From an optimization exercise on the open Yosys and OpenROAD flow, aimed at small area, a short achievable clock period and few clock cycles; shortcuts taken in it are not production practice. The RTL was checked by simulation tests, not by an equivalence proof against the original design. Power is estimated from default activity; no workload was simulated.

Setup of rev 12:
Design mips_cpu, start of the top module:
module mips_cpu (
  input         clk,
  input         reset,
  output [31:0] imem_addr,
  input  [31:0] imem_rdata,
  output [31:0] dmem_addr,
  output [31:0] dmem_wdata,
  output        dmem_we,
  output        dmem_re,
  input  [31:0] dmem_rdata
);
  localparam OP_R    = 6'b000000;
  localparam OP_J    = 6'b000010;
  localparam OP_BEQ  = 6'b000100;
  localparam OP_BNE  = 6'b000101;
  localparam OP_ADDI = 6'b001000;
  localparam OP_LUI  = 6'b001111;
  localparam OP_LW   = 6'b100011;
  localparam OP_SW   = 6'b101011;
  localparam F_SLL   = 6'b000000;
  localparam F_MULTU = 6'b011001;
  localparam F_ADD   = 6'b100000;
  localparam F_ADDU  = 6'b100001;
  localparam F_SUB   = 6'b100010;
  localparam F_SUBU  = 6'b100011;
  localparam F_XOR   = 6'b100110;
  reg  [29:0] pc;                  
  reg         id_valid;
  reg  [31:0] id_inst;
  reg         id_fastok;           
  reg  [29:0] id_pc1;              
  reg  [4:0]  ex_dest;             
  reg  [31:0] ex_a, ex_b, ex_sd;
  reg         fa_mem, fa_wb, fb_mem, fb_wb, fs_mem, fs_wb;
  reg  [4:0]  ex_shamt;
  reg         ex_sub, ex_xor, ex_sll;
  reg         ex_lw, ex_sw, ex_mul, ex_br, ex_bne, ex_pred;
  reg  [29:0] ex_alt;
  reg  [4:0]  mem_dest;
  reg  [31:0] mem_result, mem_sdata, mem_ma, mem_a3;
  reg  [10:0] mem_m1, mem_m2, mem_m3, mem_m4, mem_n;
  reg         mem_we, mem_re, mem_ld, mem_mul;
  reg  [4:0]  wb_dest;
  reg  [31:0] wb_val, wb_c, wb_d;
  wire        mispredict;
  wire [29:0] ex_target;
  wire        stall;
  assign imem_addr = {pc, 2'b00};
  wire [31:0] fi = imem_rdata;
  wire [29:0] pc1;
  wire [7:0]  t_lo, npc_lo;
  wire        c8, f_pred;
  wire        fix;
  assign pc1 = pc + 30'd1;
  ks_add8 LO (.x(pc1[7:0]), .y(fi[7:0]), .s(t_lo), .co(c8));
  wire [29:0] jt = {pc[29:26], fi[25:0]};
  fetch_lo FL (
    .fi(fi), .stall(stall), .pc_s(pc[7:0]), .pc1_s(pc1[7:0]), .t_lo(t_lo),
    .npc_lo(npc_lo), .pred(f_pred)
  );
  wire [21:0] n_hi;
  fetch_hi #(11) FH0 (
    .fi(fi), .stall(stall), .pc_s(pc[18:8]), .hi(pc1[18:8]), .jt(jt[18:8]), .n(n_hi[10:0])
  );
  fetch_hi #(11) FH1 (
    .fi(fi), .stall(stall), .pc_s(pc[29:19]), .hi(pc1[29:19]), .jt(jt[29:19]), .n(n_hi[21:11])
  );
  wire [29:0] npc_f = {n_hi, npc_lo};
  ...
Settings: LEC_CHECK=0, CAP_MARGIN=20, CORE_MARGIN=2, CORE_UTILIZATION=40, SLEW_MARGIN=20, SYNTH_HIERARCHICAL=1; clock period 11.5 ns.
standard.sh (not shown) runs the stock make flow with config.mk's settings and CLKGATE_MAP_FILE= SYNTH_SCRIPT=/design/flow/synth_recipe.tcl, a recipe that flattens the netlist after the stock synthesis.
==> flow/flow/run.sh <==
#!/bin/bash
# The standard layout (the standard.sh: standard synthesis, floorplan,
# placement, CTS, routing) with two changes:
# - the buffers that placement puts on every input and output port are
#   buf_4 cells (the platform's MIN_BUF_CELL_AND_PORTS) rather than the
#   default choice;
# - repair_timing works to a setup margin of 8.0 ns, so that it improves
#   paths that already meet the clock period (the SDC is unchanged).
set -euo pipefail
export BUFFER_PORTS_ARGS="-buffer_cell sky130_fd_sc_hd__buf_4"
export SETUP_SLACK_MARGIN=8.0
bash standard.sh > standard_flow.log 2>&1
Testbench counts of rev 12, summed over its fixed seeds: cycles 64,223.
Here is what was changed in the inputs of rev 13 compared with rev 12.
--- a/flow/design.v
+++ b/flow/design.v
@@ -737,31 +737,26 @@
   wire id_pred = (is_beq | is_bne) & (op[0] ^ (rs == rt));
   assign fix   = id_valid & id_pred & ~id_fastok & ~stall;
   wire [31:0] rf_rs, rf_rt;
   regfile REG (
     .clk(clk),
     .ra1(rs), .ra2(rt), .rd1(rf_rs), .rd2(rf_rt),
-    .we(wb_dest != 5'd0), .wa(wb_dest), .wd(wd), .bd(wb_val)
+    .we(wb_dest != 5'd0), .wa(wb_dest), .wd(wd), .bd(wd)
   );
   wire f_use_rs, f_use_rt;
   src_use FU (.inst(fi), .use_rs(f_use_rs), .use_rt(f_use_rt));
   wire [4:0] f_rs = fi[25:21], f_rt = fi[20:16];
   wire hit_id_fi  = (dest != 5'd0) &
                     ((f_use_rs & f_rs == dest) | (f_use_rt & f_rt == dest));
   wire hit_ex_fi  = (ex_dest != 5'd0) &
                     ((f_use_rs & f_rs == ex_dest) | (f_use_rt & f_rt == ex_dest));
-  wire hit_mem_fi = (mem_dest != 5'd0) &
-                    ((f_use_rs & f_rs == mem_dest) | (f_use_rt & f_rt == mem_dest));
   wire hit_ex_id  = (ex_dest != 5'd0) &
                     ((use_rs & rs == ex_dest) | (use_rt & rt == ex_dest));
-  wire hit_mem_id = (mem_dest != 5'd0) &
-                    ((use_rs & rs == mem_dest) | (use_rt & rt == mem_dest));
   wire id_long  = id_valid & (is_lw | is_mul);
-  wire stall_n  = stall ? ((ex_mul & hit_ex_id) | (mem_mul & hit_mem_id))
-                        : ((id_long & hit_id_fi) | (ex_mul & hit_ex_fi) |
-                           (mem_mul & hit_mem_fi));
+  wire stall_n  = stall ? (ex_mul & hit_ex_id)
+                        : ((id_long & hit_id_fi) | (ex_mul & hit_ex_fi));
   reg  stall_r;
   assign stall  = id_valid & stall_r;
   wire go = id_valid & ~stall & ~mispredict;
   wire [31:0] a  = fa_mem ? mem_result : fa_wb ? wb_val : ex_a;
   wire [31:0] b  = fb_mem ? mem_result : fb_wb ? wb_val : ex_b;
   wire [31:0] sd = fs_mem ? mem_result : fs_wb ? wb_val : ex_sd;
### Flow results
Higher power share of the clock group was reported by rev 12, not rev 13.
Summary of rev 13 over rev 12: total standard cell area after synthesis saw little to no change; placer's final routability congestion estimate saw an increase; wire length grew by 9.2 mm; global routing met3 resource utilization higher; sequential power up about 0.6%.
Against rev 12, rev 13 reports a design area that is higher.
Rev 13 does worse than rev 12 on total chip power.
Testbench counts of rev 13, summed over its fixed seeds: cycles 63,824.


== run a ==
mips_cpu again, from the RTL that the note above started with.
Settings: LEC_CHECK=0, CAP_MARGIN=20, CORE_MARGIN=2, CORE_UTILIZATION=40, SLEW_MARGIN=20, SYNTH_HIERARCHICAL=1; clock period 11.5 ns.
==> flow/flow/run.sh <==
#!/bin/bash
# The standard layout (the standard.sh: standard synthesis, floorplan,
# placement, CTS, routing) with two changes:
# - the buffers that placement puts on every input and output port are
#   buf_4 cells (the platform's MIN_BUF_CELL_AND_PORTS) rather than the
#   default choice;
# - repair_timing works to a setup margin of 7.5 ns, so that it improves
#   paths that already meet the clock period (the SDC is unchanged).
set -euo pipefail
export BUFFER_PORTS_ARGS="-buffer_cell sky130_fd_sc_hd__buf_4"
export SETUP_SLACK_MARGIN=7.5
bash standard.sh > standard_flow.log 2>&1
Run a reached the final stage; the timing, DRC and antenna checks on its layout passed.
Testbench counts of run a, summed over its fixed seeds: cycles 64,223.
Changes in run b relative to run a:
--- a/flow/design.v
+++ b/flow/design.v
@@ -30,20 +30,14 @@
       assign m3[i] = e1 &  (x1 ^ x2);      
       assign m2[i] = ~e1 & (x0 ^ x1);        
       assign m4[i] = ~e1 & ~(x0 ^ x1) & (x1 ^ x2);   
       assign n[i]  = x2;
     end
   endgenerate
 endmodule
-module add_x3 (
-  input      [31:0] a,
-  output     [31:0] y
-);
-  assign y = a + {a[30:0], 1'b0};
-endmodule
 module add3 (
   input      [31:0] x,
   input      [31:0] y,
   input      [31:0] z,
   output     [31:0] s
 );
   wire [31:0] ps = x ^ y ^ z;
@@ -766,16 +760,15 @@
   wire [31:0] b  = fb_mem ? mem_result : fb_wb ? wb_val : ex_b;
   wire [31:0] sd = fs_mem ? mem_result : fs_wb ? wb_val : ex_sd;
   wire [31:0] alu_y;
   alu ALU (
     .sub(ex_sub), .sel_xor(ex_xor), .sel_sll(ex_sll),
     .a(a), .b(b), .shamt(ex_shamt), .y(alu_y)
   );
-  wire [31:0] a3;
-  add_x3 A3 (.a(a), .y(a3));
+  wire [31:0] a3 = a + {a[30:0], 1'b0};
   wire [10:0] bm1, bm2, bm3, bm4, bn;
   booth_enc BE (.b(sd), .m1(bm1), .m2(bm2), .m3(bm3), .m4(bm4), .n(bn));
   wire br_eq = (a == b);
   assign mispredict = ex_br & ((br_eq ^ ex_bne) ^ ex_pred);
   assign dmem_addr  = mem_result;
   assign dmem_wdata = mem_sdata;
   assign dmem_we    = mem_we;
Notes after the runs:
Run b ended up with a higher met2 track demand over resource than run a did.
Compared run b vs run a, and area of the die is down in run b.
The placed standard-cell area in run b was lower than what run a gave.
A destination of the critical timing path of ex_b[17] is what run b shows, while dmem_addr[31] belongs to run a.
Compared with run a, run b shows final non-filler cell area that has gone down slightly.
Diff run a -> run b | number of signal-net buffers in the layout | decrease of 11
Compared with run a, run b shows a higher time the final worst path needs with I/O delays and setup.
Between run a and run b, the data-path buffer share of cell area in the final layout figures differ only marginally.
Of run b and run a, the higher setup slack belongs to run a.
Testbench counts of run b, summed over its fixed seeds: cycles 64,223.

-- re-timing with driven ports --
Ports are ideal in the flow. The routed layouts listed here were re-timed in OpenROAD.
Step 1 assumes that a clkbuf_16 drives the clock port and a buf_2 every other input.
Step 2 also shifts input and output timing later by t, the mid clock arrival at the registers, as if the neighbouring blocks saw the same clock.
Slacks: no drivers / after step 1 / after step 2; pairs: no drivers / after step 1.
run	t (ns)	slack for setup (ns)	worst hold slack (ns)	worst setup path after step 2
rev 12	0.897	7.797 / 7.717 / 7.163	0.442 / 0.442 / 0.442	input to register
rev 13	0.904	7.833 / 7.744 / 7.122	0.435 / 0.435 / 0.435	input to register
run a	0.897	7.521 / 7.436 / 6.770	0.428 / 0.428 / 0.428	input to register
run b	0.913	7.430 / 7.428 / 6.799	0.453 / 0.453 / 0.453	input to register
After both steps setup and hold are still met in every run listed. The setup slack of run a, which loses most, moves by -0.085 ns with the drivers and by -0.751 ns with both steps.
